This design comes from an exercise in tuning for small area, a short achievable clock period and few clock cycles on the open sky130 flow, not from production work.

==> inputs of run a <==
==> flow/design.v <==
module mont_step #(
    parameter K = 2,
    parameter W = 34
) (
    input  [W-1:0] s,
    input  [W-1:0] c,
    input  [K-1:0] a,
    input  [32:0]  b,
    input  [31:0]  n,
    output [W-1:0] s_o,
    output [W-1:0] c_o
);
    wire [W-1:0] ss [0:K];
    wire [W-1:0] cc [0:K];
    assign ss[0] = s;
    assign cc[0] = c;
    genvar k;
    generate
        for (k = 0; k < K; k = k + 1) begin : g_it
            wire [W-1:0] pp = a[k] ? {{(W-33){1'b0}}, b} : {W{1'b0}};
            wire         q  = ss[k][0] ^ cc[k][0] ^ pp[0];
            wire [W-1:0] qn = q ? {{(W-32){1'b0}}, n} : {W{1'b0}};
            wire [W-1:0] s1 = ss[k] ^ cc[k] ^ pp;
            wire [W:0]   c1 = {(ss[k] & cc[k]) | (ss[k] & pp) | (cc[k] & pp), 1'b0};
            wire [W:0]   s1x = {1'b0, s1};
            wire [W:0]   qnx = {1'b0, qn};
            wire [W:0]   s2 = s1x ^ c1 ^ qnx;
            wire [W:0]   c2 = (s1x & c1) | (s1x & qnx) | (c1 & qnx);
            assign ss[k+1] = s2[W:1];
            assign cc[k+1] = c2[W-1:0];
        end
    endgenerate
    assign s_o = ss[K];
    assign c_o = cc[K];
endmodule
`timescale 1ns / 1ps
module is_prime
#(
    parameter WIDTH = 32
) (
    input clk,
    input rst_n,
    input valid_i,
    output ready_i,
    input [WIDTH-1:0] number,
    output reg result,
    output valid_o,
    input ready_o
);
    localparam K  = 2;           
    localparam NC = 17;          
    localparam M  = K * NC;      
    localparam W  = 34;          
    localparam S_IDLE  = 0,
               S_CLASS = 1,
               S_SETUP = 2,      
               S_EXP   = 3,      
               S_MUL   = 4,      
               S_CONV  = 5,      
               S_DBL   = 6,      
               S_CHK   = 7,      
               S_DONE  = 8;
    localparam NS = 9;
    localparam [1:0] OP_SQR  = 2'd0,     
                     OP_SQRC = 2'd1,     
                     OP_MULA = 2'd2,     
                     OP_CHK  = 2'd3;     
    reg [NS-1:0] st;
    reg [1:0]   op;
    reg [31:0]  n;
    reg [32:0]  x;           
    reg [32:0]  ar;          
    reg [W-1:0] sr, cr;      
    reg [K-1:0] ab;          
    reg [5:0]   cnt;
    reg [4:0]   e;           
    reg [4:0]   spos;        
    reg [1:0]   base;        
    reg [1:0]   r3;
    reg [2:0]   r5, r7;
    reg [3:0]   r11, r13;
    reg [4:0]   r17, r19, r23;
    assign ready_i = st[S_IDLE];
    assign valid_o = st[S_DONE];
    wire nbit = n[e];
    wire at_s = (e == spos);
    wire any_zero = (r3 == 0) | (r5 == 0) | (r7 == 0) | (r11 == 0) |
                    (r13 == 0) | (r17 == 0) | (r19 == 0) | (r23 == 0);
    wire small_n = (n[31:9] == 0);
    reg  small_prime;
    always @(*) begin
        case (n[4:0])
            5'd3, 5'd5, 5'd7, 5'd11, 5'd13, 5'd17, 5'd19, 5'd23: small_prime = (n[31:5] == 0);
            default: small_prime = 1'b0;
        endcase
    end
    wire [32:0]  bop   = op[1] ? ar : x;
    wire [K-1:0] abits = (cnt == 0) ? x[K-1:0] : ab;
    wire [W-1:0] s_nx, c_nx;
    mont_step #(.K(K), .W(W)) u_step (
        .s(sr), .c(cr), .a(abits), .b(bop), .n(n), .s_o(s_nx), .c_o(c_nx)
    );
    wire [K*NC+K-1:0] xz = {{(K*NC+K-33){1'b0}}, x};
    wire [K-1:0] ab_nx = xz[K * cnt[4:0] + K +: K];
    wire        conv = st[S_CONV];
    wire [34:0] ca   = {1'b0, sr} | (conv ? 35'd0 : {1'b0, x, 1'b0});
    wire [34:0] cb   = {1'b0, cr} | (conv ? 35'd0 : {2'b11, ~n, 1'b1});
    wire [34:0] sum  = ca + cb + {34'd0, ~conv};
    wire [32:0] dsel = sum[34] ? {x[31:0], 1'b0} : sum[32:0];
    wire [32:0] y    = sum[32:0];
    wire chk_pass = (ar == {1'b0, n[31:1], 1'b0}) | (at_s & (ar == 33'd1));
    reg [NS-1:0] st_n;
    reg [1:0] op_n;
    reg [4:0] e_n;
    reg [1:0] base_n;
    reg [5:0] cnt_n;
    reg       res_n;
    reg       setup_start;     
    task advance;
        begin
            st_n[S_MUL] = 1'b1;
            cnt_n = 0;
            if (at_s) op_n = OP_CHK;
            else begin op_n = OP_SQR; e_n = e - 1; end
        end
    endtask
    always @(*) begin
        st_n = {NS{1'b0}}; op_n = op; e_n = e; base_n = base; cnt_n = cnt + 1;
        res_n = result; setup_start = 1'b0;
        if (st[S_IDLE]) begin
            if (valid_i) st_n[S_CLASS] = 1'b1;
            else st_n[S_IDLE] = 1'b1;
        end
        if (st[S_CLASS]) begin
            if (!n[0] || n[31:1] == 0) begin
                res_n = (n == 32'd2);
                st_n[S_DONE] = 1'b1;
            end else begin
                base_n = 2'd0;
                setup_start = 1'b1;
            end
        end
        if (st[S_SETUP]) begin
            e_n = e - 1;
            if (cnt == 32 && base == 0 && (small_n || any_zero)) begin
                res_n = !any_zero | small_prime;
                st_n[S_DONE] = 1'b1;
            end else if (cnt == M - 1) begin
                e_n = 5'd31;
                st_n[S_EXP] = 1'b1;
            end else
                st_n[S_SETUP] = 1'b1;
        end
        if (st[S_EXP]) begin
            if (!nbit) begin
                e_n = e - 1;
                st_n[S_EXP] = 1'b1;
            end else
                advance;
        end
        if (st[S_DBL])
            advance;
        if (st[S_MUL]) begin
            if (cnt == NC - 1) st_n[S_CONV] = 1'b1;
            else st_n[S_MUL] = 1'b1;
        end
        if (st[S_CONV]) begin
            cnt_n = 0;
            case (op)
                OP_SQR: begin
                    if (nbit) begin
                        if (base == 0) st_n[S_DBL] = 1'b1;
                        else begin op_n = OP_MULA; st_n[S_MUL] = 1'b1; end
                    end else advance;
                end
                OP_MULA: advance;
                OP_SQRC: begin op_n = OP_CHK; st_n[S_MUL] = 1'b1; end
                default: st_n[S_CHK] = 1'b1;
            endcase
        end
        if (st[S_CHK]) begin
            cnt_n = 0;
            if (chk_pass) begin
                if (base == 2) begin
                    res_n = 1'b1;
                    st_n[S_DONE] = 1'b1;
                end else begin
                    base_n = base + 1;
                    setup_start = 1'b1;
                end
            end else if (e == 1) begin
                res_n = 1'b0;
                st_n[S_DONE] = 1'b1;
            end else begin
                op_n = OP_SQRC;
                e_n  = e - 1;
                st_n[S_MUL] = 1'b1;
            end
        end
        if (st[S_DONE]) begin
            if (ready_o) st_n[S_IDLE] = 1'b1;
            else st_n[S_DONE] = 1'b1;
        end
        if (setup_start) begin
            st_n[S_SETUP] = 1'b1;
            cnt_n = 0;
            e_n   = 5'd31;
        end
    end
    always @(posedge clk, negedge rst_n) begin
        if (!rst_n) begin
            st     <= {{(NS-1){1'b0}}, 1'b1};
            result <= 1'b0;
        end else begin
            st     <= st_n;
            result <= res_n;
        end
    end
    always @(posedge clk) begin
        op   <= op_n;
        e    <= e_n;
        base <= base_n;
        cnt  <= cnt_n;
        if (st[S_IDLE] && valid_i)
            n <= number;
        sr <= st[S_MUL] ? s_nx : {W{1'b0}};
        cr <= st[S_MUL] ? c_nx : {W{1'b0}};
        ab <= ab_nx;
        if (setup_start)
            x <= st[S_CLASS] ? 33'd2 : (base == 0) ? 33'd7 : 33'd61;
        else if (st[S_SETUP] || st[S_DBL])
            x <= dsel;
        else if (st[S_CONV] && op != OP_CHK)
            x <= y;
        if (st[S_SETUP] && cnt == M - 1)
            ar <= dsel;
        else if (st[S_CONV] && op == OP_CHK)
            ar <= y;
        else if (st_n[S_MUL] && op_n == OP_CHK)
            ar <= 33'd1;
        if (st[S_SETUP] && !cnt[5] && nbit && e != 0)
            spos <= e;
        if (setup_start) begin
            r3 <= 0; r5 <= 0; r7 <= 0; r11 <= 0; r13 <= 0; r17 <= 0; r19 <= 0; r23 <= 0;
        end else begin
            r3  <= rmod3 ({r3,  nbit});
            r5  <= rmod5 ({r5,  nbit});
            r7  <= rmod7 ({r7,  nbit});
            r11 <= rmod11({r11, nbit});
            r13 <= rmod13({r13, nbit});
            r17 <= rmod17({r17, nbit});
            r19 <= rmod19({r19, nbit});
            r23 <= rmod23({r23, nbit});
        end
    end
    function [1:0] rmod3(input [2:0] t);  rmod3  = (t >= 3)  ? t - 3  : t; endfunction
    function [2:0] rmod5(input [3:0] t);  rmod5  = (t >= 5)  ? t - 5  : t; endfunction
    function [2:0] rmod7(input [3:0] t);  rmod7  = (t >= 7)  ? t - 7  : t; endfunction
    function [3:0] rmod11(input [4:0] t); rmod11 = (t >= 11) ? t - 11 : t; endfunction
    function [3:0] rmod13(input [4:0] t); rmod13 = (t >= 13) ? t - 13 : t; endfunction
    function [4:0] rmod17(input [5:0] t); rmod17 = (t >= 17) ? t - 17 : t; endfunction
    function [4:0] rmod19(input [5:0] t); rmod19 = (t >= 19) ? t - 19 : t; endfunction
    function [4:0] rmod23(input [5:0] t); rmod23 = (t >= 23) ? t - 23 : t; endfunction
endmodule
==> flow/run.sh <==
#!/bin/bash
# synth_recipe.tcl (not shown) runs the flow's synth.tcl, then flattens the netlist and writes it again
# the make line also repeats each setting of config.mk as NAME=value (left out here)
make -C /OpenROAD-flow-scripts/flow DESIGN_CONFIG=/design/flow/config.mk WORK_HOME=/design/flow/orfs CLKGATE_MAP_FILE= SYNTH_SCRIPT=/design/flow/synth_recipe.tcl finish
==> flow/config.mk <==
export PLATFORM = sky130hd
export DESIGN_NAME = is_prime
export DESIGN_NICKNAME = is_prime
export VERILOG_FILES = /design/flow/design.v
export SDC_FILE = /design/flow/constraint.sdc
export NUM_CORES = 4
export LEC_CHECK = 0
export ABC_CLOCK_PERIOD_IN_PS = 2500
export CAP_MARGIN = 20
export CORE_MARGIN = 2
export CORE_UTILIZATION = 40
export SETUP_SLACK_MARGIN = 2.0
export SLEW_MARGIN = 20
==> flow/constraint.sdc <==
create_clock -name core_clock -period 5.0 [get_ports {clk}]
set_input_delay 1.0000 -clock core_clock [delete_from_list [all_inputs] [get_ports {clk}]]
set_output_delay 1.0000 -clock core_clock [all_outputs]
set_load 0.01 [all_outputs]
==> inputs of run b, as changes to run a <==
==> flow/design.v, changed modules only <==
module mont_step #(
    parameter W = 34
) (
    input  [W-1:0] s,
    input  [W-1:0] c,
    input  [1:0]   a,
    input  [32:0]  b,
    input  [31:0]  n,
    output [W-1:0] s_o,
    output [W-1:0] c_o
);
    wire [W-1:0] p0 = a[0] ? {{(W-33){1'b0}}, b} : {W{1'b0}};
    wire [W-1:0] p1 = a[1] ? {{(W-33){1'b0}}, b} : {W{1'b0}};
    wire q0 = s[0] ^ c[0] ^ p0[0];
    wire m0 = (s[0] & c[0]) | (s[0] & p0[0]) | (c[0] & p0[0]);
    wire q1 = s[1] ^ c[1] ^ p0[1] ^ p1[0] ^ m0 ^ (q0 & ~n[1]);
    wire [W-1:0] n0 = q0 ? {{(W-32){1'b0}}, n} : {W{1'b0}};
    wire [W-1:0] n1 = q1 ? {{(W-32){1'b0}}, n} : {W{1'b0}};
    wire [W-1:0] u1 = s ^ c ^ p0;
    wire [W:0]   v1 = {(s & c) | (s & p0) | (c & p0), 1'b0};
    wire [W:0]   u1x = {1'b0, u1};
    wire [W:0]   n0x = {1'b0, n0};
    wire [W:0]   u2 = u1x ^ v1 ^ n0x;
    wire [W:0]   v2 = (u1x & v1) | (u1x & n0x) | (v1 & n0x);
    wire [W-1:0] ts = u2[W:1];
    wire [W-1:0] tc = v2[W-1:0];
    wire [W-1:0] u3 = ts ^ tc ^ p1;
    wire [W:0]   v3 = {(ts & tc) | (ts & p1) | (tc & p1), 1'b0};
    wire [W:0]   u3x = {1'b0, u3};
    wire [W:0]   n1x = {1'b0, n1};
    wire [W:0]   u4 = u3x ^ v3 ^ n1x;
    wire [W:0]   v4 = (u3x & v3) | (u3x & n1x) | (v3 & n1x);
    assign s_o = u4[W:1];
    assign c_o = v4[W-1:0];
endmodule
module is_prime
#(
    parameter WIDTH = 32
) (
    input clk,
    input rst_n,
    input valid_i,
    output ready_i,
    input [WIDTH-1:0] number,
    output reg result,
    output valid_o,
    input ready_o
);
    localparam K  = 2;           
    localparam NC = 17;          
    localparam M  = K * NC;      
    localparam W  = 34;          
    localparam S_IDLE  = 0,
               S_CLASS = 1,
               S_SETUP = 2,      
               S_EXP   = 3,      
               S_MUL   = 4,      
               S_CONV  = 5,      
               S_DBL   = 6,      
               S_CHK   = 7,      
               S_DONE  = 8,
               S_HORN  = 9;      
    localparam NS = 10;
    localparam [1:0] OP_SQR  = 2'd0,     
                     OP_SQRC = 2'd1,     
                     OP_CHK  = 2'd3;     
    reg [NS-1:0] st;
    reg [1:0]   op;
    reg [31:0]  n;
    reg [33:0]  x;           
    reg [32:0]  ar;          
    reg [W-1:0] sr, cr;      
    reg [K-1:0] ab;          
    reg [5:0]   cnt;
    reg [4:0]   e;           
    reg [4:0]   spos;        
    reg [1:0]   base;        
    reg [1:0]   r3;
    reg [2:0]   r5, r7;
    reg [3:0]   r11, r13;
    reg [4:0]   r17, r19, r23;
    assign ready_i = st[S_IDLE];
    assign valid_o = st[S_DONE];
    wire nbit = n[e];
    wire at_s = (e == spos);
    wire any_zero = (r3 == 0) | (r5 == 0) | (r7 == 0) | (r11 == 0) |
                    (r13 == 0) | (r17 == 0) | (r19 == 0) | (r23 == 0);
    wire small_n = (n[31:9] == 0);
    reg  small_prime;
    always @(*) begin
        case (n[4:0])
            5'd3, 5'd5, 5'd7, 5'd11, 5'd13, 5'd17, 5'd19, 5'd23: small_prime = (n[31:5] == 0);
            default: small_prime = 1'b0;
        endcase
    end
    wire [32:0]  bop   = op[1] ? ar : x[32:0];
    wire         mul   = st[S_MUL];
    wire [K-1:0] abits = mul ? ab : {K{1'b0}};
    wire [W-1:0] s_in  = mul ? sr : {W{1'b0}};
    wire [W-1:0] c_in  = mul ? cr : {W{1'b0}};
    wire [W-1:0] s_nx, c_nx;
    mont_step #(.W(W)) u_step (
        .s(s_in), .c(c_in), .a(abits), .b(bop), .n(n), .s_o(s_nx), .c_o(c_nx)
    );
    wire [K*NC+K-1:0] xz = {{(K*NC+K-33){1'b0}}, x[32:0]};
    wire [K-1:0] ab_nx = xz[K * cnt + K +: K];
    localparam [1:0] H_DBL = 2'd0, H_ADD = 2'd1, H_RED = 2'd2;
    reg [1:0] hop;
    reg       hlast;
    always @(*) begin
        hop = H_DBL; hlast = 1'b0;
        if (base == 1) begin           
            case (cnt[3:0])
                4'd1, 4'd4: hop = H_ADD;
                4'd2, 4'd5: hop = H_RED;
                default:    hop = H_DBL;
            endcase
            hlast = (cnt[3:0] == 4'd5);
        end else begin                 
            case (cnt[3:0])
                4'd1, 4'd4, 4'd7, 4'd11: hop = H_ADD;
                4'd2, 4'd5, 4'd8, 4'd12: hop = H_RED;
                default:                 hop = H_DBL;
            endcase
            hlast = (cnt[3:0] == 4'd12);
        end
    end
    wire do_dbl = st[S_SETUP] | st[S_DBL] | (st[S_HORN] & (hop == H_DBL));
    wire do_add = st[S_HORN] & (hop == H_ADD);
    wire do_red = st[S_HORN] & (hop == H_RED);
    wire        conv = st[S_CONV];
    wire [34:0] ca   = {1'b0, sr} | (do_dbl ? {1'b0, x[32:0], 1'b0} : 35'd0)
                                  | (do_add | do_red ? {1'b0, x} : 35'd0);
    wire [34:0] cb   = {1'b0, cr} | (do_dbl | do_red ? {2'b11, ~n, 1'b1} : 35'd0)
                                  | (do_add ? {2'b00, ar} : 35'd0);
    wire [34:0] sum  = ca + cb + {34'd0, do_dbl | do_red};
    wire        neg  = sum[34];
    wire [32:0] y    = sum[32:0];
    wire chk_pass = (ar == {1'b0, n[31:1], 1'b0}) | (at_s & (ar == 33'd1));
    reg [NS-1:0] st_n;
    reg [1:0] op_n;
    reg [4:0] e_n;
    reg [1:0] base_n;
    reg [5:0] cnt_n;
    reg       res_n;
    reg       setup_start;     
    task advance;
        begin
            st_n[S_MUL] = 1'b1;
            cnt_n = 0;
            if (at_s) op_n = OP_CHK;
            else begin op_n = OP_SQR; e_n = e - 1; end
        end
    endtask
    always @(*) begin
        st_n = {NS{1'b0}}; op_n = op; e_n = e; base_n = base; cnt_n = cnt + 1;
        res_n = result; setup_start = 1'b0;
        if (st[S_IDLE]) begin
            if (valid_i) st_n[S_CLASS] = 1'b1;
            else st_n[S_IDLE] = 1'b1;
        end
        if (st[S_CLASS]) begin
            if (!n[0] || n[31:1] == 0) begin
                res_n = (n == 32'd2);
                st_n[S_DONE] = 1'b1;
            end else begin
                base_n = 2'd0;
                setup_start = 1'b1;
            end
        end
        if (st[S_SETUP]) begin
            e_n = e - 1;
            if (cnt == 32 && base == 0 && (small_n || any_zero)) begin
                res_n = !any_zero | small_prime;
                st_n[S_DONE] = 1'b1;
            end else if (cnt == M - 1) begin
                e_n = 5'd31;
                st_n[S_EXP] = 1'b1;
            end else
                st_n[S_SETUP] = 1'b1;
        end
        if (st[S_EXP]) begin
            if (!nbit) begin
                e_n = e - 1;
                st_n[S_EXP] = 1'b1;
            end else
                advance;
        end
        if (st[S_DBL])
            advance;
        if (st[S_HORN]) begin
            if (hlast) advance;
            else st_n[S_HORN] = 1'b1;
        end
        if (st[S_MUL]) begin
            if (cnt == NC - 1) st_n[S_CONV] = 1'b1;
            else st_n[S_MUL] = 1'b1;
        end
        if (st[S_CONV]) begin
            cnt_n = 0;
            case (op)
                OP_SQR: begin
                    if (nbit) begin
                        if (base == 0) st_n[S_DBL] = 1'b1;
                        else begin cnt_n = 0; st_n[S_HORN] = 1'b1; end
                    end else advance;
                end
                OP_SQRC: begin op_n = OP_CHK; st_n[S_MUL] = 1'b1; end
                default: st_n[S_CHK] = 1'b1;
            endcase
        end
        if (st[S_CHK]) begin
            cnt_n = 0;
            if (chk_pass) begin
                if (base == 2) begin
                    res_n = 1'b1;
                    st_n[S_DONE] = 1'b1;
                end else begin
                    base_n = base + 1;
                    setup_start = 1'b1;
                end
            end else if (e == 1) begin
                res_n = 1'b0;
                st_n[S_DONE] = 1'b1;
            end else begin
                op_n = OP_SQRC;
                e_n  = e - 1;
                st_n[S_MUL] = 1'b1;
            end
        end
        if (st[S_DONE]) begin
            if (ready_o) st_n[S_IDLE] = 1'b1;
            else st_n[S_DONE] = 1'b1;
        end
        if (setup_start) begin
            st_n[S_SETUP] = 1'b1;
            cnt_n = 0;
            e_n   = 5'd31;
        end
    end
    reg [33:0] x_nx;
    always @(*) begin
        x_nx = x;
        if (setup_start)
            x_nx = st[S_CLASS] ? 34'd2 : (base == 0) ? 34'd7 : 34'd61;
        else if (do_dbl)
            x_nx = neg ? {x[32:0], 1'b0} : sum[33:0];
        else if ((do_red && !neg) || do_add || (st[S_CONV] && op != OP_CHK))
            x_nx = sum[33:0];
    end
    always @(posedge clk, negedge rst_n) begin
        if (!rst_n) begin
            st     <= {{(NS-1){1'b0}}, 1'b1};
            result <= 1'b0;
        end else begin
            st     <= st_n;
            result <= res_n;
        end
    end
    always @(posedge clk) begin
        op   <= op_n;
        e    <= e_n;
        base <= base_n;
        cnt  <= cnt_n;
        if (st[S_IDLE] && valid_i)
            n <= number;
        sr <= s_nx;
        cr <= c_nx;
        ab <= (st_n[S_MUL] && !mul) ? x_nx[K-1:0] : ab_nx;
        x  <= x_nx;
        if (st_n[S_MUL] && op_n == OP_CHK)
            ar <= 33'd1;
        else if (st[S_CONV])
            ar <= y;
        if (st[S_SETUP] && !cnt[5] && nbit && e != 0)
            spos <= e;
        if (setup_start) begin
            r3 <= 0; r5 <= 0; r7 <= 0; r11 <= 0; r13 <= 0; r17 <= 0; r19 <= 0; r23 <= 0;
        end else begin
            r3  <= rmod3 ({r3,  nbit});
            r5  <= rmod5 ({r5,  nbit});
            r7  <= rmod7 ({r7,  nbit});
            r11 <= rmod11({r11, nbit});
            r13 <= rmod13({r13, nbit});
            r17 <= rmod17({r17, nbit});
            r19 <= rmod19({r19, nbit});
            r23 <= rmod23({r23, nbit});
        end
    end
    function [1:0] rmod3(input [2:0] t);  rmod3  = (t >= 3)  ? t - 3  : t; endfunction
    function [2:0] rmod5(input [3:0] t);  rmod5  = (t >= 5)  ? t - 5  : t; endfunction
    function [2:0] rmod7(input [3:0] t);  rmod7  = (t >= 7)  ? t - 7  : t; endfunction
    function [3:0] rmod11(input [4:0] t); rmod11 = (t >= 11) ? t - 11 : t; endfunction
    function [3:0] rmod13(input [4:0] t); rmod13 = (t >= 13) ? t - 13 : t; endfunction
    function [4:0] rmod17(input [5:0] t); rmod17 = (t >= 17) ? t - 17 : t; endfunction
    function [4:0] rmod19(input [5:0] t); rmod19 = (t >= 19) ? t - 19 : t; endfunction
    function [4:0] rmod23(input [5:0] t); rmod23 = (t >= 23) ? t - 23 : t; endfunction
endmodule
Settings changed: ABC_CLOCK_PERIOD_IN_PS 2500 to 3000, SETUP_SLACK_MARGIN 2.0 to 1.7.
==> inputs of run c, as changes to run a <==
--- a/flow/design.v
+++ b/flow/design.v
@@ -73,4 +73,5 @@
     reg [W-1:0] sr, cr;      
     reg [K-1:0] ab;          
+    reg         first;       
     reg [5:0]   cnt;
     reg [4:0]   e;           
@@ -96,5 +97,5 @@
     end
     wire [32:0]  bop   = op[1] ? ar : x;
-    wire [K-1:0] abits = (cnt == 0) ? x[K-1:0] : ab;
+    wire [K-1:0] abits = first ? x[K-1:0] : ab;
     wire [W-1:0] s_nx, c_nx;
     mont_step #(.K(K), .W(W)) u_step (
@@ -102,5 +103,5 @@
     );
     wire [K*NC+K-1:0] xz = {{(K*NC+K-33){1'b0}}, x};
-    wire [K-1:0] ab_nx = xz[K * cnt[4:0] + K +: K];
+    wire [K-1:0] ab_nx = xz[K * cnt + K +: K];
     wire        conv = st[S_CONV];
     wire [34:0] ca   = {1'b0, sr} | (conv ? 35'd0 : {1'b0, x, 1'b0});
@@ -227,4 +228,5 @@
         cr <= st[S_MUL] ? c_nx : {W{1'b0}};
         ab <= ab_nx;
+        first <= !st[S_MUL];
         if (setup_start)
             x <= st[S_CLASS] ? 33'd2 : (base == 0) ? 33'd7 : 33'd61;
Settings changed: ABC_CLOCK_PERIOD_IN_PS 2500 to not set, SETUP_SLACK_MARGIN 2.0 to not set.
==> summary of the runs <==
Utilization: run b is lower than run a (1.4 points).
Cell area, highest first: run a, run b, run c.
In run a the hold slack is higher than in run b, by 0.0023 ns.
Via count: run b > run a > run c.
==> figures <==
| quantity | run a | run c | run b |
|---|---|---|---|
| Outcome | complete, no violations | complete, no violations | complete, no violations |
| Layout Nets | 2,096 | 1,963 | 2,118 |
| Critical Path Slowest Stage Cell | fa_2 | nor3_2 | ha_1 |
| Final WS setup | 0.976 ns | 0.224 ns | 0.483 ns |
| Standard cell area after detailed placement | 18,100 um2 | 17,800 um2 | 18,200 um2 |
| Unrepaired setup endpoints after global routing | true | false | true |
| YS warnings | 2 | 2 | 1 |
| Met2 wire length | 25.0 mm | 21.2 mm | 25.5 mm |
| Most common library cell in the layout ignoring fill and taps | inv_1 | inv_1 | nor2_1 |
| Sequential cell area | 5690 um2 | 5690 um2 | 5440 um2 |
| Maximum clock rate | 249 MHz | 209 MHz | 221 MHz |
| Area added between synthesis and finish | 33.6% | 12.0% | 30.4% |
No run of this note included a check of the RTL's function; only the layout flow was run.

[static timing again, ports no longer ideal]
No port has a modelled driver above. Below, the same layouts with a new extraction and two added sets of constraints.
Step 1 assumes that a clkbuf_16 drives the clock port and a buf_2 every other input.
Step 2 adds t to the input delays and takes it off the output delays; t is the mean of the earliest and latest rising clock arrival at the registers after step 1. Input paths then give back, and output paths get back, about the clock's delay inside the block.
Three values: ideal ports, drivers, drivers and shift; two values: the first two.
run | shift t [ns] | slack for setup (ns) | worst setup path after step 2 | worst register clock-pin slew, ns | cell pins on the clock port's net
run a | 0.623 | 0.976 / 0.976 / 0.976 | register to register | 0.06 / 0.06 | 1
run b | 0.637 | 0.483 / 0.483 / 0.483 | register to register | 0.07 / 0.07 | 1
run c | 0.631 | 0.224 / 0.224 / 0.224 | register to register | 0.06 / 0.06 | 1
After both steps setup and hold are still met in every run listed.
